What follows belongs to an exercise in optimizing a design on an open flow for small area; a production flow would make more cautious choices. The RTL was checked by simulation tests, not by an equivalence proof against the original design. No run shown here takes its clock network from TritonCTS; it comes from the design's own scripts or RTL. The clock input has no modelled driver; a real chip could not lean on it and would need a root buffer or a full tree. Power and IR drop assume default switching activity.

[flow/flow/run.sh]
#!/bin/bash
# Standard ORFS layout with these changes:
#  - synthesis maps logic with an area-oriented ABC script (flow/abc.script)
#    in place of ORFS's speed script; everything else in synthesis, and so
#    every register, is as the standard synthesis makes it; the two
#    halves of the register file's read mux (modules rmux_aoi3 and
#    rmux_fin, which hold no registers) are kept as modules until the end
#    of synthesis (SYNTH_KEEP_MODULES), so they are mapped on their own as
#    an AND-OR of the one-hot select; the write
#    muxes of the register file's slots (module wmux, no registers) are
#    kept as well and mapped first with ABC's area mapper amap
#    (flow/abc_wmux.script, hooked in by flow/abc_modules.py);
#  - ports are buffered with the smallest buffer (buf_1);
#  - after clock tree synthesis, flow/myclk.tcl replaces the tree with a
#    two-level inverter tree: the clock port drives one root inverter,
#    which drives 10 leaf inverters, each driving the clock pins of one
#    spatial group of about 18 registers;
#  - the tie cells that synthesis makes for constant outputs are not
#    duplicated per port (SKIP_REPAIR_TIE_FANOUT): one tie cell drives the
#    constant-0 outputs (prdata2[31:16]) and one the constant-1 outputs
#    (pready1, pready2).
set -euo pipefail
W=$(pwd)
rm -rf "$W/scripts_abc"
cp -r "$FLOW_HOME/scripts" "$W/scripts_abc"
cp "$W/flow/abc.script" "$W/scripts_abc/abc_speed.script"
python3 "$W/flow/abc_modules.py" "$W/scripts_abc/synth.tcl"
bash standard.sh "SCRIPTS_DIR=$W/scripts_abc" "SYNTH_KEEP_MODULES=rmux_aoi3 rmux_fin wmux" \
  "ABC_MODULE_SCRIPTS=wmux $W/flow/abc_wmux.script" synth > synth.log 2>&1
export MYCLK_NLEAF=10 MYCLK_NX=5
export MYCLK_CELL=sky130_fd_sc_hd__inv_8 MYCLK_ROOT=sky130_fd_sc_hd__inv_8
bash standard.sh \
  "BUFFER_PORTS_ARGS=-buffer_cell sky130_fd_sc_hd__buf_1" \
  "CTS_ARGS=-sink_clustering_enable -repair_clock_nets -dont_use_dummy_load -buf_list sky130_fd_sc_hd__clkbuf_8" \
  "POST_CTS_TCL=$W/flow/myclk.tcl" \
  "SKIP_REPAIR_TIE_FANOUT=1" \
  finish > layout.log 2>&1
[flow/flow/abc.script]
strash
&get -n
&st
&syn3
&dch -f
&nf -R 1000
&put
[flow/flow/abc_modules.py]
# Patch the copied ORFS synth.tcl so that, before its abc call maps the
# whole design, the modules named in ABC_MODULE_SCRIPTS ("module script"
# pairs) are mapped with their own ABC scripts; the main abc call then
# leaves their already mapped cells alone.
import sys
p = sys.argv[1]
s = open(p).read()
old = "  log_cmd abc {*}$abc_args\n"
new = """  if { [env_var_exists_and_non_empty ABC_MODULE_SCRIPTS] } {
    foreach {m script} $::env(ABC_MODULE_SCRIPTS) {
      set margs $abc_args
      lset margs 1 $script
      log_cmd abc {*}$margs $m
    }
  }
  log_cmd abc {*}$abc_args
"""
assert s.count(old) == 1, "abc call not found"
open(p, "w").write(s.replace(old, new))
[flow/flow/abc_wmux.script]
strash
dch -f
amap
topo
[flow/flow/myclk.tcl]
# Replace the clock tree that CTS built (run as ORFS's POST_CTS_TCL hook).
# The clock port drives one root cell (MYCLK_ROOT, if set; else the port
# drives the leaves directly), which drives MYCLK_NLEAF leaf cells
# (MYCLK_CELL), each driving the clock pins of one spatial group of
# registers and placed at the group's centroid.  The groups are
# MYCLK_NX columns by x, each split into rows by y, with equal counts.
# Root and leaf are both inverters or both buffers, so the registers see
# the clock with its own polarity.

proc outpin {inst} {
  set t [$inst findITerm X]
  if {$t eq "NULL" || $t eq ""} { set t [$inst findITerm Y] }
  return $t
}
set nleaf [expr {[info exists ::env(MYCLK_NLEAF)] ? $::env(MYCLK_NLEAF) : 4}]
set leafcell [expr {[info exists ::env(MYCLK_CELL)] ? $::env(MYCLK_CELL) : "sky130_fd_sc_hd__clkbuf_16"}]
set block [ord::get_db_block]
set db [ord::get_db]
set clknet [$block findNet pclk]
# 1. remove the buffers CTS inserted, moving their loads to their input net
set changed 1
while {$changed} {
  set changed 0
  foreach inst [$block getInsts] {
    set mname [[$inst getMaster] getName]
    if {![string match "clkbuf_*" [$inst getName]] || ![string match "sky130_fd_sc_hd__clkbuf_*" $mname]} continue
    set in [[$inst findITerm A] getNet]
    set out [[$inst findITerm X] getNet]
    foreach it [$out getITerms] {
      if {[$it getInst] eq $inst} continue
      $it disconnect
      $it connect $in
    }
    [$inst findITerm A] disconnect
    [$inst findITerm X] disconnect
    odb::dbInst_destroy $inst
    odb::dbNet_destroy $out
    set changed 1
    break
  }
}
# 2. the clock pins now on the port's net
set sinks {}
foreach it [$clknet getITerms] {
  set inst [$it getInst]
  set bb [$inst getBBox]
  lappend sinks [list $it [expr {([$bb xMin]+[$bb xMax])/2}] [expr {([$bb yMin]+[$bb yMax])/2}]]
}
puts "myclk: [llength $sinks] sinks on pclk"
# 3. split into groups: by x into nx columns, each by y into ny rows
proc split_by {lst idx n} {
  set s [lsort -integer -index $idx $lst]
  set out {}
  set len [llength $s]
  for {set i 0} {$i < $n} {incr i} {
    lappend out [lrange $s [expr {$i*$len/$n}] [expr {($i+1)*$len/$n - 1}]]
  }
  return $out
}
set nx [expr {[info exists ::env(MYCLK_NX)] ? $::env(MYCLK_NX) : 2}]
set ny [expr {$nleaf / $nx}]
set rootcell [expr {[info exists ::env(MYCLK_ROOT)] ? $::env(MYCLK_ROOT) : ""}]
set srcnet $clknet
if {$rootcell ne ""} {
  set rm [$db findMaster $rootcell]
  set die [$block getDieArea]
  set root [odb::dbInst_create $block $rm "clkbuf_root_my"]
  $root setLocation [expr {([$die xMin]+[$die xMax])/2}] [expr {([$die yMin]+[$die yMax])/2}]
  $root setPlacementStatus PLACED
  set srcnet [odb::dbNet_create $block "clknet_my_root"]
  $srcnet setSigType CLOCK
  [$root findITerm A] connect $clknet
  [outpin $root] connect $srcnet
}
set groups {}
foreach col [split_by $sinks 1 $nx] { foreach g [split_by $col 2 $ny] { lappend groups $g } }
set master [$db findMaster $leafcell]
set k 0
foreach g $groups {
  set sx 0; set sy 0
  foreach s $g { set sx [expr {$sx + [lindex $s 1]}]; set sy [expr {$sy + [lindex $s 2]}] }
  set cx [expr {$sx / [llength $g]}]; set cy [expr {$sy / [llength $g]}]
  set buf [odb::dbInst_create $block $master "clkbuf_leaf_my_$k"]
  $buf setLocation [expr {$cx - [$master getWidth]/2}] [expr {$cy - [$master getHeight]/2}]
  $buf setPlacementStatus PLACED
  set net [odb::dbNet_create $block "clknet_my_$k"]
  $net setSigType CLOCK
  foreach s $g { set it [lindex $s 0]; $it disconnect; $it connect $net }
  [outpin $buf] connect $net
  [$buf findITerm A] connect $srcnet
  puts "myclk: leaf $k [llength $g] sinks at $cx $cy"
  incr k
}
detailed_placement
estimate_parasitics -placement
[flow/standard.sh]
#!/bin/bash
# synth_recipe.tcl (not shown) runs the flow's synth.tcl, then flattens the netlist and writes it again
# the make line also repeats each setting of config.mk as NAME=value (left out here)
make -C /OpenROAD-flow-scripts/flow DESIGN_CONFIG=/design/flow/config.mk WORK_HOME=/design/flow/orfs CLKGATE_MAP_FILE= SYNTH_SCRIPT=/design/flow/synth_recipe.tcl "${@:-finish}"
[flow/config.mk]
export PLATFORM = sky130hd
export DESIGN_NAME = apb_periph
export DESIGN_NICKNAME = apb_periph
export VERILOG_FILES = /design/flow/design.v
export SDC_FILE = /design/flow/constraint.sdc
export NUM_CORES = 4
export LEC_CHECK = 0
export CAP_MARGIN = 20
export CORE_MARGIN = 2
export CORE_UTILIZATION = 40
export SLEW_MARGIN = 20
[flow/constraint.sdc]
create_clock -name core_clock -period 5.0 [get_ports {pclk}]
set_input_delay 1.0000 -clock core_clock [delete_from_list [all_inputs] [get_ports {pclk}]]
set_output_delay 1.0000 -clock core_clock [all_outputs]
set_load 0.01 [all_outputs]
[flow/design.v]
module some_registers
  (
   input wire        pclk,
   input wire        preset_n,
   input wire        penable,
   input wire [7:0]  paddr,
   input wire        pwrite,
   input wire [31:0] pwdata,
   input wire [3:0]  pstrb,
   input wire [2:0]  pprot,
   input wire        psel,
   output wire [31:0] prdata,
   output wire       pready
);
   wire [1:0]        wordaddr;
   reg               phase;            
   reg [31:0]        slot0 [1:0];      
   reg [31:0]        slot1 [1:0];      
   assign wordaddr = paddr[3:2];
   assign pready = 1'b1;
   wire              rslot = wordaddr[0] ^ phase;
   wire [3:0]        rsel;
   assign rsel[0] = !wordaddr[1] & !rslot;
   assign rsel[1] = !wordaddr[1] & rslot;
   assign rsel[2] = wordaddr[1] & !rslot;
   assign rsel[3] = wordaddr[1] & rslot;
   rmux rmux0
     (.sel(rsel), .d0(slot0[0]), .d1(slot1[0]), .d2(slot0[1]), .d3(slot1[1]),
      .q(prdata));
   wire              wr = psel & pwrite & rslot;
   always @(posedge pclk or negedge preset_n)
     if (!preset_n)
       phase <= 1'b0;
     else
       phase <= !phase;
   genvar            p, b;
   generate
      for (p = 0; p < 2; p = p + 1) begin : pair
         wire [31:0] next0;
         wire [3:0]  load;
         for (b = 0; b < 4; b = b + 1) begin : lane
            assign load[b] = wr & (wordaddr[1] == p) & pstrb[b];
         end
         wmux wmux0 (.load(load), .d(pwdata), .keep(slot1[p]), .q(next0));
         always @(posedge pclk) begin
            slot0[p] <= next0;
            slot1[p] <= slot0[p];
         end
      end
   endgenerate
endmodule
module rmux
  (
   input wire [3:0]  sel,
   input wire [31:0] d0,
   input wire [31:0] d1,
   input wire [31:0] d2,
   input wire [31:0] d3,
   output wire [31:0] q
);
   wire [31:0]       n012;            
   rmux_aoi3 aoi (.sel(sel[2:0]), .d0(d0), .d1(d1), .d2(d2), .y(n012));
   rmux_fin fin (.n012(n012), .sel3(sel[3]), .d3(d3), .q(q));
endmodule
module wmux
  (
   input wire [3:0]  load,
   input wire [31:0] d,
   input wire [31:0] keep,
   output wire [31:0] q
);
   genvar            b;
   generate
      for (b = 0; b < 4; b = b + 1) begin : lane
         assign q[8*b +: 8] = ({8{load[b]}} & d[8*b +: 8]) | ({8{!load[b]}} & keep[8*b +: 8]);
      end
   endgenerate
endmodule
module rmux_aoi3
  (
   input wire [2:0]  sel,
   input wire [31:0] d0,
   input wire [31:0] d1,
   input wire [31:0] d2,
   output wire [31:0] y
);
   assign y = ~(({32{sel[0]}} & d0) | ({32{sel[1]}} & d1) | ({32{sel[2]}} & d2));
endmodule
module rmux_fin
  (
   input wire [31:0] n012,
   input wire        sel3,
   input wire [31:0] d3,
   output wire [31:0] q
);
   assign q = ~(n012 & ~({32{sel3}} & d3));
endmodule
module pwm_controller
  #(parameter WIDTH = 16)
  (
   input wire        pclk,
   input wire        preset_n,
   input wire        penable,
   input wire [7:0]  paddr,
   input wire        pwrite,
   input wire [31:0] pwdata,
   input wire [3:0]  pstrb,
   input wire [2:0]  pprot,
   input wire        psel,
   output wire [31:0] prdata,
   output wire       pready,
   output wire       pwm_out
);
   reg [WIDTH-1:0]   counter;
   reg [WIDTH-1:0]   climit_n;       
   reg [WIDTH-1:0]   onlimit_n;      
   reg               climit_set;
   reg               onlimit_set;
   wire              addr0 = (paddr == 8'h0);
   wire              wr = psel & pwrite;
   function automatic ge_n;
      input [WIDTH-1:0] a;
      input [WIDTH-1:0] b_n;
      integer i;
      reg c;
      begin
         c = 1'b1;
         for (i = 0; i < WIDTH; i = i + 1)
           c = (a[i] & b_n[i]) | (a[i] & c) | (b_n[i] & c);
         ge_n = c;
      end
   endfunction
   assign pwm_out = onlimit_set & !ge_n(counter, onlimit_n);
   assign pready = 1'b1;
   wire              rd_c = addr0 & climit_set;
   wire              rd_o = !addr0 & onlimit_set;
   assign prdata = {{(32-WIDTH){1'b0}},
                    ~(({WIDTH{!rd_c}} | climit_n) & ({WIDTH{!rd_o}} | onlimit_n))};
   always @(posedge pclk or negedge preset_n)
     if(!preset_n) begin
        climit_set <= 1'b0;
        onlimit_set <= 1'b0;
     end else begin
        if (wr) begin
           if (addr0)
             climit_set <= 1'b1;
           else
             onlimit_set <= 1'b1;
        end
     end
   always @(posedge pclk)
     if (!climit_set || ge_n(counter, climit_n))
       counter <= {WIDTH{1'b0}};
     else
       counter <= counter + 1'b1;
   always @(posedge pclk)
     if (wr) begin
        if (addr0)
          climit_n <= ~pwdata[WIDTH-1:0];
        else
          onlimit_n <= ~pwdata[WIDTH-1:0];
     end
endmodule
module apb_periph
  (
   input wire        pclk,
   input wire        preset_n,
   input wire        penable,
   input wire [7:0]  paddr,
   input wire        pwrite,
   input wire [31:0] pwdata,
   input wire [3:0]  pstrb,
   input wire [2:0]  pprot,
   input wire        psel1,
   output wire [31:0] prdata1,
   output wire       pready1,
   input wire        psel2,
   output wire [31:0] prdata2,
   output wire       pready2,
   output wire       led
);
   some_registers some_registers0
     (
      .pclk(pclk),
      .preset_n(preset_n),
      .penable(penable),
      .paddr(paddr),
      .pwrite(pwrite),
      .pwdata(pwdata),
      .pstrb(pstrb),
      .pprot(pprot),
      .psel(psel1),
      .prdata(prdata1),
      .pready(pready1)
      );
   pwm_controller pwm_controller0
     (
      .pclk(pclk),
      .preset_n(preset_n),
      .penable(penable),
      .paddr(paddr),
      .pwrite(pwrite),
      .pwdata(pwdata),
      .pstrb(pstrb),
      .pprot(pprot),
      .psel(psel2),
      .prdata(prdata2),
      .pready(pready2),
      .pwm_out(led)
      );
endmodule
==> results of run 1 <==
through the flow:
step | cell area, µm² | total power, mW | utilization [%] | cells
finish | 6733 | 2.754 | 44.79 | 803
detailed placement | 6609 | 2.211 | 43.96 | 792
floorplan | 6105 | 2.068 | - | 521
global route | 6733 | 2.894 | 44.79 | 803
global placement | 6609 | 2.184 | 43.96 | 792
per-module statistics from Yosys, one instance, submodules excluded:
module,copies in the design,cell area [µm²],cells inside,flops+latches
apb_periph,1,4954,353,179
rmux_aoi3,1,320.3,32,0
rmux_fin,1,240.2,64,0
wmux,2,295.3,36,0
registers in the layout, indices dropped and copies added, names as in the netlist:
signal	count
some_registers0.phase	1
pwm_controller0.counter	16
some_registers0.slot0	64
some_registers0.slot1	64
pwm_controller0.climit_set	1
pwm_controller0.onlimit_n	16
pwm_controller0.onlimit_set	1
pwm_controller0.climit_n	16
placed cells by master, fill, tap and decap left out, drive strengths merged, types with 2 or more instances in the layout:
cell and n:
buf 101, and3 7, o21ai 4, a22oi 8, nand3 7, clkinv 29, nand4 2, a222oi 32
conb 2, or2 2, o22ai 28, a21oi 4, nor4 2, a221oi 6, xor2 10, dfxtp 144
inv 11, and2 10, nor2 22, dfrtp 3, edfxtp 32, o22a 64, nand2 73, o221ai 4
xnor2 4
synth_stat cells (3+ instances only):
master and instances:
dfxtp_1 144, nand2_1 73, o22a_1 64, a222oi_1 32, edfxtp_1 32, clkinv_1 29, o22ai_1 28, nor2_1 22
buf_4 18, and2_0 10, xor2_1 10, a22oi_1 8, and3_1 7, nand3_1 7, a221oi_1 6, a21oi_1 4
o21ai_0 4, o221ai_1 4, xnor2_1 4, dfrtp_1 3
power groups by stage:
stage,logic (mW),registers (mW),clock network (mW)
after floorplan,0.246,1.82,0
after global placement,0.344,1.84,0
after detailed placement,0.352,1.86,0
after global routing,0.388,1.86,0.649
final,0.350,1.83,0.574
how the worst min path moves through the flow:
stage	start	end	depth (start not counted)	slack [ns]
finish	some_registers0.slot0[0][13]	some_registers0.slot1[0][13]	0	0.35
floorplan	some_registers0.slot0[0][30]	some_registers0.slot1[0][30]	0	0.33
detailed placement	some_registers0.slot0[1][31]	some_registers0.slot1[1][31]	0	0.34
global placement	some_registers0.slot0[0][26]	some_registers0.slot1[0][26]	0	0.33
global route	some_registers0.slot0[1][22]	some_registers0.slot1[1][22]	0	0.36
routing by layer:
metal	share of wire, %	up-vias
li1	-	2156
met2	49	142
met3	6.7	19
met1	43	2180
met5	0	-
met4	1.4	0
cell type report:
class                      count  area (µm²)  area share [%]
sequential                   179        3919           58.20
tap                          188       235.2           3.494
multi-input combinational    295        1952           28.99
timing repair buffer         101       394.1           5.854
inverter                      40       232.7           3.457
worst max-delay path, stage by stage:
cell      delay, ns
buf_1          0.09
xor2_1         0.22
nor2_4         0.74
a222oi_1       0.25
nand2_1        0.11
buf_1          0.22
logic make-up (layout without fill, tap and decap cells):
logic type | Yosys count | after routing | share of synthesized area [%]
fa+ha+maj | 1 | 1 | 0.2049
flops | 179 | 179 | 64.19
xor+xnor | 14 | 14 | 2.008
compound gates | 151 | 151 | 20.48
other cells | 2 | 2 | 0.1230
buf+inv | 47 | 141 | 3.997
simple gates | 127 | 127 | 8.997
==> results.yml, run 1 <==
status:
  status: "complete, no violations"
floorplanning:
  io-pin-count: 120
  dieArea_um2: 16270
  die_y_um: 127.5
  rows: 45
  die_w_um: 127.5
  core_area_um2: 15030
  initial_core_util_pct: 40.61
setup_path:
  rr_startpoint: "some_registers0.phase"
  crit_start: "paddr[2]"
  worstSetupEndpointType: "primary output"
  critPathRequiredTime_ns: 4.00
  arrival_ns: 2.66
  crit_type: "in -> out"
  rrSetupSlack_ns: 2.15
  cp-start-kind: "primary input"
  timing.rr.end: "some_registers0.slot0[1][0]"
  critPathCapture: "prdata1[10]"
  r2r_cells: 6
  worst-path-max-fanout: 32
global_route:
  met1_usage_pct: 21.66
  track_usage_pct: 17.44
  grt_pass1_vias: 4541
  grt_start_max_net_pins: 33
  grtUsageMet2_pct: 31.61
  use_met3_pct: 3.266
  busiest_layer: "met2"
  grt_pass1_wl_um: 23000
  antenna_found_initial: 0
  grt-ovfl-total: 0
placed_design:
  place_hpwl_um: 9665
  place.port_buffers: 97
  place_congestion: 0.7869
  pre_cts_ws_ns: 1.379
synthesis:
  yosys-top-cells-area: "dfxtp_1 47%, edfxtp_1 16%, o22a_1 9.2%"
  synth_area_per_cell_um2: 11.72
  syn_inst: 521
  synth_edf_count: 32
  synth_top_area_share_pct: 47.22
  async_flop_share_pct: 1.676
  synth_top_cell_by_area: "dfxtp_1"
  syn_area_um2: 6105
  seq_area_frac_synth_pct: 64.19
  synth-seq-cells: 179
  yosysUniqueCellTypes: 28
  synth_flop_cell: "dfxtp_1"
  ys_warn_count: 6
timing:
  grt_setup_unrepaired: "no"
  layout_min_cycle_time_ns: 3.662
  slew_headroom_pct: 37.17
  fin_setup_tns_ns: 0
  setup_ws_ns: 1.338
  finalMaxSlewViolations: 0
  finalHoldWorstSlack_ns: 0.3485
  setup_viol: 0
  finalCritPeriodShare_pct: 73.25
  hold_viol: 0
  fmax_mhz: 273.1
  tightest_slew_ns: 0.9403
  clock_skew_ns: 0.01184
drt:
  drt-pass1-iter-count: 5
  vias: 4497
  drt-total-wl_um: 14470
  vias_per_cell: 5.600
  first_iter_violations: 347
  final_antenna_net_count: 0
  wire_per_inst_um: 18.02
  drc_errors: 0
clocking:
  cts_sinks: 179
  insertion_delay_ns: 0.24
  clk_pin_slew_ns: 0.10
power_and_ir_drop:
  p_switching_mw: 0.8011
  p_seq_share_pct: 66.5
  peakVddDrop_mv: 0.2724
  total_leakage_power_nw: 2.380
  clkPwrFrac_pct: 20.8
  swShare_pct: 29.09
  p_int_mw: 1.953
  p_comb_share_pct: 12.7
  powerDensity_nw_per_um2: 409.0
final_layout:
  drive_gt1_share_pct: 2.764
  final_nets: 671
  fillerInstances: 1405
  area_delta_synth_final_pct: 10.29
  num_antenna_cells: 0
hold_path:
  hp-class: "reg -> reg"
flow_run:
  drv_cap: 0
==> run 2: changes to the inputs <==
--- a/flow/flow/run.sh
+++ b/flow/flow/run.sh
@@ -14,11 +14,7 @@
 #  - after clock tree synthesis, flow/myclk.tcl replaces the tree with a
 #    two-level inverter tree: the clock port drives one root inverter,
 #    which drives 10 leaf inverters, each driving the clock pins of one
-#    spatial group of about 18 registers;
-#  - the tie cells that synthesis makes for constant outputs are not
-#    duplicated per port (SKIP_REPAIR_TIE_FANOUT): one tie cell drives the
-#    constant-0 outputs (prdata2[31:16]) and one the constant-1 outputs
-#    (pready1, pready2).
+#    spatial group of about 18 registers.
 set -euo pipefail
 W=$(pwd)
 rm -rf "$W/scripts_abc"
@@ -33,5 +29,4 @@
   "BUFFER_PORTS_ARGS=-buffer_cell sky130_fd_sc_hd__buf_1" \
   "CTS_ARGS=-sink_clustering_enable -repair_clock_nets -dont_use_dummy_load -buf_list sky130_fd_sc_hd__clkbuf_8" \
   "POST_CTS_TCL=$W/flow/myclk.tcl" \
-  "SKIP_REPAIR_TIE_FANOUT=1" \
   finish > layout.log 2>&1
==> run 2 against run 1 <==
  * Still clean
  * Worst hold slack better by 0.0016 ns
  * Sequential power about the same
  * Area after synthesis is the same
  * Die area is the same
  * Critical path depth unchanged
  * Global-route usage hardly changed
  * Cell area increased by 0.74%
  * Sequential share of layout area decreased by 0.43 points
  * Core utilization increased by 0.33 points
  * Highest routed layer unchanged
==> results.yml, run 2 <==
status:
  status: "complete, no violations"
final_layout:
  num_antenna_cells: 0
  final_nets: 685
  fillerInstances: 1444
  drive_gt1_share_pct: 2.385
  largest_registers: "some_registers0.slot0: 64 flops, some_registers0.slot1: 64 flops"
  final_common_cell: "dfxtp_1"
  area_delta_synth_final_pct: 11.11
  finish.instance_area_um2: 6783
  layout_common_cells: "144 x dfxtp_1, 97 x buf_1, 73 x nand2_1, 64 x o22a_1"
floorplanning:
  die_y_um: 127.5
  core_area_um2: 15030
  io-pin-count: 120
  dieArea_um2: 16270
  initial_core_util_pct: 40.61
  rows: 45
  die_w_um: 127.5
timing:
  hold_viol: 0
  clock_skew_ns: 0.009742
  setup_viol: 0
  fin_setup_tns_ns: 0
  grt_setup_unrepaired: "no"
  finalCritPeriodShare_pct: 76.09
  layout_min_cycle_time_ns: 3.804
  tightest_slew_ns: 0.9660
  fmax_mhz: 262.9
  finalMaxSlewViolations: 0
  slew_headroom_pct: 35.45
clocking:
  clk_pin_slew_ns: 0.10
  cts_sinks: 179
  insertion_delay_ns: 0.24
synthesis:
  synth_edf_count: 32
  synth-seq-cells: 179
  synth_area_per_cell_um2: 11.72
  seq_area_frac_synth_pct: 64.19
  async_flop_share_pct: 1.676
  synth_commonest_cells: "144 x dfxtp_1, 73 x nand2_1, 64 x o22a_1, 32 x a222oi_1, 32 x edfxtp_1"
  syn_inst: 521
  synth.most_common_cell: "dfxtp_1"
  syn_area_um2: 6105
  yosys-top-cells-area: "dfxtp_1 47%, edfxtp_1 16%, o22a_1 9.2%"
  synth_top_area_share_pct: 47.22
  ys_warn_count: 6
  synth_top_cell_by_area: "dfxtp_1"
  synth_flop_cell: "dfxtp_1"
  yosysUniqueCellTypes: 28
drt:
  vias_per_cell: 5.601
  first_iter_violations: 302
  wire_per_inst_um: 17.85
  drt-total-wl_um: 14580
  vias: 4576
  final_antenna_net_count: 0
  drc_errors: 0
  drt-pass1-iter-count: 5
setup_path:
  critPathRequiredTime_ns: 4.00
  timing.rr.end: "some_registers0.slot0[1][10]"
  rrSetupSlack_ns: 2.03
  worst-path-max-fanout: 32
  max_stage_delay_ns: 0.79
  cp-start-kind: "primary input"
  worstSetupEndpointType: "primary output"
  arrival_ns: 2.80
  worst_path_max_delay_cell: "nor2_4"
  crit_type: "in -> out"
  crit_chain: "buf_1, clkinv_1, nor2_4, a222oi_1, nand2_1, buf_1"
  crit_top_cell: "buf_1"
  r2r_cells: 6
  rr_startpoint: "some_registers0.phase"
global_route:
  grt_start_max_net_pins: 33
  antenna_found_initial: 0
  grt_pass1_wl_um: 23010
  grt_pass1_vias: 4524
  track_usage_pct: 17.42
  grt-ovfl-total: 0
hold_path:
  whs_path_depth: 0
  hp-class: "reg -> reg"
  hold_end: "some_registers0.slot1[1][2]"
  hp-start: "some_registers0.slot0[1][2]"
power_and_ir_drop:
  powerDensity_nw_per_um2: 406.0
  total_leakage_power_nw: 2.422
  peakVddDrop_mv: 0.2718
placed_design:
  place.port_buffers: 97
  post_dp_cell_area_um2: 6659
  place_congestion: 0.8022
  place_hpwl_um: 9864
flow_run:
  drv_cap: 0
run 2: modules after synthesis, one instance, submodules excluded:
module      copies in the design  cells  area [µm²]
rmux_fin                       1     64       240.2
wmux                           2     36       295.3
apb_periph                     1    353        4954
rmux_aoi3                      1     32       320.3
run 2: cell type report:
| cell class | count | area, µm² | area share [%] |
|---|---|---|---|
| well taps | 188 | 235.2 | 3.468 |
| flip-flops and latches | 179 | 3919 | 57.78 |
| inverters | 40 | 232.7 | 3.431 |
| repair buffers | 99 | 379.1 | 5.589 |
| multi-input cells | 311 | 2017 | 29.74 |
run 2: logic make-up (layout without fill, tap and decap cells):
| group | count (synthesis) | after routing | synth area share, % |
|---|---|---|---|
| DFF | 179 | 179 | 64.19 |
| AOI/OAI and AO/OA | 151 | 151 | 20.48 |
| and+or+nand+nor | 127 | 127 | 8.997 |
| buffers and inverters | 47 | 139 | 3.997 |
| xor gates and xnor gates | 14 | 14 | 2.008 |
| other | 2 | 18 | 0.1230 |
| adders and majority gates | 1 | 1 | 0.2049 |
run 2: routing by layer:
layer	part of all wire [%]	global-route usage (%)
met1	42	22.46
met2	47	29.79
met3	9.0	4.397
met4	1.2	3.620
met5	0	0
run 2: worst max path at each step:
stage                                 start     endpoint  slack (ns)  depth (start not counted)
5_1_grt        pwm_controller0.onlimit_n[2]          led        1.09                         13
3_3_place_gp                       paddr[3]  prdata1[30]        1.24                          6
6_report                           paddr[3]  prdata1[30]        1.20                          6
3_5_place_dp                       paddr[3]  prdata1[30]        1.24                          6
2_1_floorplan                      paddr[2]  prdata1[30]        1.41                          4
run 2: critical path, delay by kind of cell:
family	cells	cell delay [ns]
buf+inv	3	0.64
compound gates	1	0.21
simple gates	2	0.95
run 2: power by group:
| part | switching (mW) | leakage (nW) | internal [mW] |
|---|---|---|---|
| clock network | 0.495 | 0.0666 | 0.0775 |
| registers | 0.123 | 1.53 | 1.71 |
| logic | 0.183 | 0.821 | 0.168 |
run 2: stage by stage:
stage	power (mW)	std cells	hold slack, ns	util, %	worst slack (ns)
finish	2.754	817	0.3500	45.12	1.196
global route	2.898	817	0.3536	45.12	1.091
detailed placement	2.213	806	0.3347	44.29	1.241
global placement	2.183	806	0.3330	44.29	1.242
floorplan	2.068	537	0.3298	-	1.407
==> run 3: changes to the inputs <==
--- a/flow/design.v
+++ b/flow/design.v
@@ -111,31 +111,31 @@
    output wire       pready,
    output wire       pwm_out
 );
-   reg [WIDTH-1:0]   counter;
-   reg [WIDTH-1:0]   climit_n;       
-   reg [WIDTH-1:0]   onlimit_n;      
+   reg [WIDTH-1:0]   counter_n;      
+   reg [WIDTH-1:0]   climit_val;     
+   reg [WIDTH-1:0]   onlimit_val;    
    reg               climit_set;
    reg               onlimit_set;
    wire              addr0 = (paddr == 8'h0);
    wire              wr = psel & pwrite;
-   function automatic ge_n;
-      input [WIDTH-1:0] a;
-      input [WIDTH-1:0] b_n;
+   function automatic lt_n;
+      input [WIDTH-1:0] a_n;
+      input [WIDTH-1:0] b;
       integer i;
       reg c;
       begin
-         c = 1'b1;
+         c = 1'b0;
          for (i = 0; i < WIDTH; i = i + 1)
-           c = (a[i] & b_n[i]) | (a[i] & c) | (b_n[i] & c);
-         ge_n = c;
+           c = (a_n[i] & b[i]) | (a_n[i] & c) | (b[i] & c);
+         lt_n = c;
       end
    endfunction
-   assign pwm_out = onlimit_set & !ge_n(counter, onlimit_n);
+   assign pwm_out = onlimit_set & lt_n(counter_n, onlimit_val);
    assign pready = 1'b1;
    wire              rd_c = addr0 & climit_set;
    wire              rd_o = !addr0 & onlimit_set;
    assign prdata = {{(32-WIDTH){1'b0}},
-                    ~(({WIDTH{!rd_c}} | climit_n) & ({WIDTH{!rd_o}} | onlimit_n))};
+                    ({WIDTH{rd_c}} & climit_val) | ({WIDTH{rd_o}} & onlimit_val)};
    always @(posedge pclk or negedge preset_n)
      if(!preset_n) begin
         climit_set <= 1'b0;
@@ -149,16 +149,16 @@
         end
      end
    always @(posedge pclk)
-     if (!climit_set || ge_n(counter, climit_n))
-       counter <= {WIDTH{1'b0}};
+     if (!climit_set || !lt_n(counter_n, climit_val))
+       counter_n <= {WIDTH{1'b1}};
      else
-       counter <= counter + 1'b1;
+       counter_n <= counter_n - 1'b1;
    always @(posedge pclk)
      if (wr) begin
         if (addr0)
-          climit_n <= ~pwdata[WIDTH-1:0];
+          climit_val <= pwdata[WIDTH-1:0];
         else
-          onlimit_n <= ~pwdata[WIDTH-1:0];
+          onlimit_val <= pwdata[WIDTH-1:0];
      end
 endmodule
 module apb_periph
==> run 3 against run 2 <==
  * Still clean on timing, DRC and antenna
  * Sequential share of layout area down 0.053 points
  * Fmax up 4.6%
  * Cell area about the same
  * Critical endpoint is now prdata1[12]
  * Highest routed layer unchanged
==> results.yml, run 3 <==
power_and_ir_drop:
  swShare_pct: 28.70
  powerDensity_nw_per_um2: 404.7
  p_int_mw: 1.959
  peakVddDrop_mv: 0.2623
  total_leakage_power_nw: 2.480
  p_comb_share_pct: 12.9
  clkPwrFrac_pct: 20.4
  p_seq_share_pct: 66.7
  p_switching_mw: 0.7884
placed_design:
  place_congestion: 0.7667
  pre_cts_ws_ns: 1.356
  place.port_buffers: 97
  place_hpwl_um: 9440
setup_path:
  cp_top_family: "simple AND/OR/NAND/NOR gates"
  crit_top_cell: "buf_1"
  worst-path-max-fanout: 32
  critPathBufInv: 2
  crit_chain: "buf_1, xor2_1, nor2_4, a222oi_1, nand2_1, buf_1"
  worstSetupEndpointType: "primary output"
  crit_type: "in -> out"
  rr_startpoint: "pwm_controller0.counter_n[2]"
  critPathRequiredTime_ns: 4.00
  max_stage_delay_ns: 0.73
  cp-start-kind: "primary input"
  arrival_ns: 2.64
  worst_path_max_delay_cell: "nor2_4"
  crit_start: "paddr[2]"
floorplanning:
  core_area_um2: 15030
  die_y_um: 127.2
  rows: 45
  initial_core_util_pct: 40.41
  dieArea_um2: 16190
  die_w_um: 127.2
  io-pin-count: 120
synthesis:
  synth_top_cell_by_area: "dfxtp_1"
  synth.most_common_cell: "dfxtp_1"
  synth_top_area_share_pct: 47.46
  synth-seq-cells: 179
  synth_edf_count: 32
  synth_area_per_cell_um2: 12.08
  ys_warn_count: 6
  yosys-top-cells-area: "dfxtp_1 47%, edfxtp_1 16%, o22a_1 9.2%"
  synth_flop_cell: "dfxtp_1"
  async_flop_share_pct: 1.676
  yosysUniqueCellTypes: 32
  synth_commonest_cells: "144 x dfxtp_1, 76 x nand2_1, 64 x o22a_1, 32 x a222oi_1, 32 x edfxtp_1"
  syn_inst: 503
  syn_area_um2: 6075
  seq_area_frac_synth_pct: 64.51
drt:
  vias: 4437
  drc_errors: 0
  drt-pass1-iter-count: 5
  wire_per_inst_um: 17.50
  final_antenna_net_count: 0
  drt-total-wl_um: 14070
  vias_per_cell: 5.519
  first_iter_violations: 262
global_route:
  busiest_layer: "met2"
  grt_start_max_net_pins: 33
  grt_pass1_wl_um: 22890
  track_usage_pct: 17.30
  met1_usage_pct: 21.97
  grt_pass1_vias: 4503
  use_met3_pct: 3.685
  grt-ovfl-total: 0
  grtUsageMet2_pct: 30.42
  antenna_found_initial: 0
final_layout:
  drive_gt1_share_pct: 3.409
  final_common_cell: "dfxtp_1"
  area_delta_synth_final_pct: 11.76
  largest_registers: "some_registers0.slot0: 64 flops, some_registers0.slot1: 64 flops"
  final_nets: 672
  num_antenna_cells: 0
  layout_common_cells: "144 x dfxtp_1, 97 x buf_1, 76 x nand2_1, 64 x o22a_1"
timing:
  finalHoldWorstSlack_ns: 0.3487
  setup_viol: 0
  grt_setup_unrepaired: "no"
  hold_viol: 0
  clock_skew_ns: 0.009259
  finalMaxSlewViolations: 0
  slew_headroom_pct: 38.64
  setup_ws_ns: 1.363
  tightest_slew_ns: 0.9182
  fmax_mhz: 274.9
  layout_min_cycle_time_ns: 3.637
  finalCritPeriodShare_pct: 72.75
  fin_setup_tns_ns: 0
clocking:
  clk_pin_slew_ns: 0.09
  insertion_delay_ns: 0.23
  cts_sinks: 179
status:
  status: "complete, no violations"
hold_path:
  hp-start: "some_registers0.slot0[1][25]"
  hp-class: "reg -> reg"
flow_run:
  drv_cap: 0
[run 3: routing by layer]
metal / part of all wire, % / routed length [µm] / vias up
met5: 0 / 0 / -
met2: 49 / 6896 / 160
met4: 1.4 / 203 / 0
met3: 7.0 / 991 / 20
met1: 42 / 5975 / 2116
li1: - / - / 2141
[run 3: Yosys stat by module, one instance, submodules excluded]
module	flops+latches	times used	cell area, µm²	cells inside
apb_periph	179	1	4923	335
wmux	0	2	295.3	36
rmux_fin	0	1	240.2	64
rmux_aoi3	0	1	320.3	32
[run 3: worst register-to-register path: cells and delay by family, from the launching register on]
kind             cells  cell delay, ns
XOR/XNOR             1            0.15
flip-flops           1            0.39
AND/OR/NAND/NOR      7            2.40
[run 3: through the flow]
stage	total power [mW]	cells	area, µm²	utilization [%]
2_1_floorplan	2.075	519	6135	-
3_3_place_gp	2.189	793	6661	44.31
3_5_place_dp	2.217	793	6661	44.31
5_1_grt	2.894	804	6789	45.16
6_report	2.747	804	6789	45.16
[run 3: power groups by stage]
stage          clock (mW)  sequential, mW  combinational (mW)
2_1_floorplan           0            1.83               0.250
3_3_place_gp            0            1.84               0.346
3_5_place_dp            0            1.86               0.355
5_1_grt             0.639            1.86               0.393
6_report            0.562            1.83               0.353
[run 3: final timing paths]
| kind | endpoint | slack (ns) | cells after the start |
|---|---|---|---|
| worst min-delay path | some_registers0.slot1[1][25] | 0.35 | 0 |
| worst max register to register | pwm_controller0.counter_n[15] | 1.92 | 8 |
| min in group asynchronous | pwm_controller0.onlimit_set | 0.55 | 1 |
| worst min register to register | some_registers0.slot1[1][25] | 0.35 | 0 |
| worst max-delay path | prdata1[12] | 1.36 | 6 |
| max in group asynchronous | some_registers0.phase | 4.30 | 1 |
[run 3: cell families (layout without fill, tap and decap cells)]
group | count (synthesis) | after routing | share of synthesized area [%]
compound gates | 162 | 162 | 22.27
xor+xnor | 8 | 8 | 1.153
fa+ha+maj | 1 | 1 | 0.2059
buf+inv | 31 | 128 | 3.028
flops | 179 | 179 | 64.51
simple gates | 120 | 120 | 8.713
other cells | 2 | 18 | 0.1236
[run 3: layout make-up]
type	count	area (µm²)
sequential	179	3919
fill	1409	8244
timing repair buffer	104	416.7
inverter	24	172.7
tap	188	235.2
multi-input combinational	309	2046
==> run 4: changes to the inputs <==
--- a/flow/flow/run.sh
+++ b/flow/flow/run.sh
@@ -14,7 +14,11 @@
 #  - after clock tree synthesis, flow/myclk.tcl replaces the tree with a
 #    two-level inverter tree: the clock port drives one root inverter,
 #    which drives 10 leaf inverters, each driving the clock pins of one
-#    spatial group of about 18 registers.
+#    spatial group of about 18 registers;
+#  - the tie cells that synthesis makes for constant outputs are not
+#    duplicated per port (SKIP_REPAIR_TIE_FANOUT): one tie cell drives the
+#    constant-0 outputs (prdata2[31:16]) and one the constant-1 outputs
+#    (pready1, pready2).
 set -euo pipefail
 W=$(pwd)
 rm -rf "$W/scripts_abc"
@@ -29,4 +33,5 @@
   "BUFFER_PORTS_ARGS=-buffer_cell sky130_fd_sc_hd__buf_1" \
   "CTS_ARGS=-sink_clustering_enable -repair_clock_nets -dont_use_dummy_load -buf_list sky130_fd_sc_hd__clkbuf_8" \
   "POST_CTS_TCL=$W/flow/myclk.tcl" \
+  "SKIP_REPAIR_TIE_FANOUT=1" \
   finish > layout.log 2>&1
==> run 4 against run 3 <==
  * Still clean on timing, DRC and antenna
  * Register-to-register slack got worse by 0.05 ns
  * Area after synthesis unchanged
  * Sequential share of layout area increased by 0.60 points
  * Total power about the same
  * Sequential cell count unchanged
  * Fmax decreased by 2.8%
  * Wire length decreased by 0.24%
  * Sequential power about the same
==> results.yml, run 4 <==
status:
  status: "complete, no violations"
global_route:
  grt_start_max_net_pins: 33
  grt_pass1_vias: 4322
  grt-ovfl-total: 0
  track_usage_pct: 16.90
  antenna_found_initial: 0
  grt_pass1_wl_um: 22180
timing:
  finalHoldWorstSlack_ns: 0.3482
  setup_viol: 0
  layout_min_cycle_time_ns: 3.742
  fin_setup_tns_ns: 0
  hold_viol: 0
  setup_ws_ns: 1.258
  fmax_mhz: 267.3
  finalCritPeriodShare_pct: 74.83
  tightest_slew_ns: 1.002
  clock_skew_ns: 0.01201
  grt_setup_unrepaired: "no"
  finalMaxSlewViolations: 0
  slew_headroom_pct: 33.02
setup_path:
  crit_type: "in -> out"
  worst-path-max-fanout: 32
  critPathRequiredTime_ns: 4.00
  worstSetupEndpointType: "primary output"
  arrival_ns: 2.74
  cp-start-kind: "primary input"
  r2r_cells: 8
floorplanning:
  initial_core_util_pct: 40.41
  dieArea_um2: 16190
  core_area_um2: 15030
  rows: 45
  die_y_um: 127.2
  io-pin-count: 120
  die_w_um: 127.2
hold_path:
  hp-class: "reg -> reg"
  whs_path_depth: 0
clocking:
  cts_sinks: 179
  insertion_delay_ns: 0.23
  clk_pin_slew_ns: 0.09
power_and_ir_drop:
  total_leakage_power_nw: 2.419
  peakVddDrop_mv: 0.2923
  powerDensity_nw_per_um2: 408.8
drt:
  vias: 4413
  final_antenna_net_count: 0
  wire_per_inst_um: 17.85
  drc_errors: 0
  drt-pass1-iter-count: 5
  vias_per_cell: 5.615
  drt-total-wl_um: 14030
  first_iter_violations: 315
synthesis:
  seq_area_frac_synth_pct: 64.51
  synth-seq-cells: 179
  syn_inst: 503
  yosysUniqueCellTypes: 32
  ys_warn_count: 6
  yosys-top-cells-area: "dfxtp_1 47%, edfxtp_1 16%, o22a_1 9.2%"
  synth_top_area_share_pct: 47.46
  synth_flop_cell: "dfxtp_1"
  synth_edf_count: 32
  synth_area_per_cell_um2: 12.08
  syn_area_um2: 6075
  synth.most_common_cell: "dfxtp_1"
  async_flop_share_pct: 1.676
  synth_top_cell_by_area: "dfxtp_1"
  synth_commonest_cells: "144 x dfxtp_1, 76 x nand2_1, 64 x o22a_1, 32 x a222oi_1, 32 x edfxtp_1"
placed_design:
  place.port_buffers: 97
  place_congestion: 0.7593
  post_dp_cell_area_um2: 6591
  pre_cts_ws_ns: 1.308
  place_hpwl_um: 9346
final_layout:
  finish.instance_area_um2: 6719
  largest_registers: "some_registers0.slot0: 64 flops, some_registers0.slot1: 64 flops"
  final_nets: 654
  num_antenna_cells: 0
  final_common_cell: "dfxtp_1"
  layout_common_cells: "144 x dfxtp_1, 97 x buf_1, 76 x nand2_1, 64 x o22a_1"
  drive_gt1_share_pct: 3.177
  area_delta_synth_final_pct: 10.61
flow_run:
  drv_cap: 0
==> run 4: cell count changes in the layout (fill, tap and decap cells not counted) <==
cell,change
and2_0,-1
and2_1,+1
buf_4,-2
conb_1,-16
nor2_2,-1
nor2_4,+1
==> run 4: stage by stage <==
stage               total power, mW  util [%]  std cells
global placement              2.190     43.85        775
detailed placement            2.214     43.85        775
floorplan                     2.075         -        503
global route                  2.892     44.69        786
finish                        2.747     44.69        786
==> run 4: final timing paths <==
path | slack, ns | from | endpoint
hold / removal | 0.35 | some_registers0.slot0[0][21] | some_registers0.slot1[0][21]
max in group asynchronous | 4.30 | preset_n | pwm_controller0.climit_set
hold reg to reg | 0.35 | some_registers0.slot0[0][21] | some_registers0.slot1[0][21]
setup reg to reg | 1.87 | pwm_controller0.counter_n[2] | pwm_controller0.counter_n[15]
setup / recovery | 1.26 | paddr[3] | prdata1[5]
min in group asynchronous | 0.55 | preset_n | some_registers0.phase
==> run 4: cells by family after synthesis <==
group,after synthesis,share of synthesized area [%]
AND/OR/NAND/NOR,120,8.713
flip-flops,179,64.51
adder cells (fa/ha/maj),1,0.2059
AO/OA/AOI/OAI,162,22.27
XOR/XNOR,8,1.153
buffers and inverters,31,3.028
other,2,0.1236
==> run 4: worst max-delay path, stage by stage <==
cell and delay, ns:
buf_1 0.22, clkinv_1 0.19, nor2_4 0.81, a222oi_1 0.17
nand2_1 0.17, buf_1 0.17
==> run 4: final cells by class <==
class / count / area, µm²
Fill cell: 1432 / 8314
Timing Repair Buffer: 102 / 401.6
Sequential cell: 179 / 3919
Multi-Input combinational cell: 293 / 1991
Tap cell: 188 / 235.2
Inverter: 24 / 172.7
==> run 4: per-module statistics from Yosys (local to each module, per instance) <==
module,flops+latches,times used,cell area (µm²)
apb_periph,179,1,4923
rmux_aoi3,0,1,320.3
wmux,0,2,295.3
rmux_fin,0,1,240.2
==> run 4: per-layer routing <==
layer / GRT usage [%] / up-vias / part of all wire [%]
met4: 5.753 / 0 / 2.5
met5: 0 / - / 0
li1: - / 2125 / -
met2: 28.49 / 163 / 48
met3: 3.476 / 23 / 6.8
met1: 21.80 / 2102 / 43
==> run 4: power by group <==
part / internal, mW / switching [mW]
Combinational: 0.173 / 0.179
Clock: 0.0772 / 0.486
Sequential: 1.71 / 0.123
Total: 1.96 / 0.789

[static timing again, ports no longer ideal]
The flow's constraints put no driver on any port. The routed layouts listed below were extracted and timed again, unchanged, in two steps. Step 1 assumes that a clkbuf_16 drives the clock port and a buf_2 every other input. Step 2, shift: input delay + t, output delay - t, t = (earliest + latest rising clock arrival at the registers) / 2. This alone moves slack from input paths to output paths. Slacks: ideal / step 1 / step 2; pairs: ideal / step 1.
run | t, ns | setup slack, ns | clock arrival spread, ns | pins driven straight from the clock port
run 1 | 0.290 | 1.338 / 1.313 / 1.318 | 0.013 / 0.012 | 1
run 2 | 0.290 | 1.196 / 1.167 / 1.167 | 0.010 / 0.010 | 1
run 3 | 0.283 | 1.363 / 1.341 / 1.341 | 0.011 / 0.012 | 1
run 4 | 0.279 | 1.258 / 1.237 / 1.237 | 0.013 / 0.013 | 1
After both steps setup and hold are still met in every run listed. For run 2, which loses most, drivers alone change the setup slack by -0.029 ns; drivers and shift together by -0.029 ns.
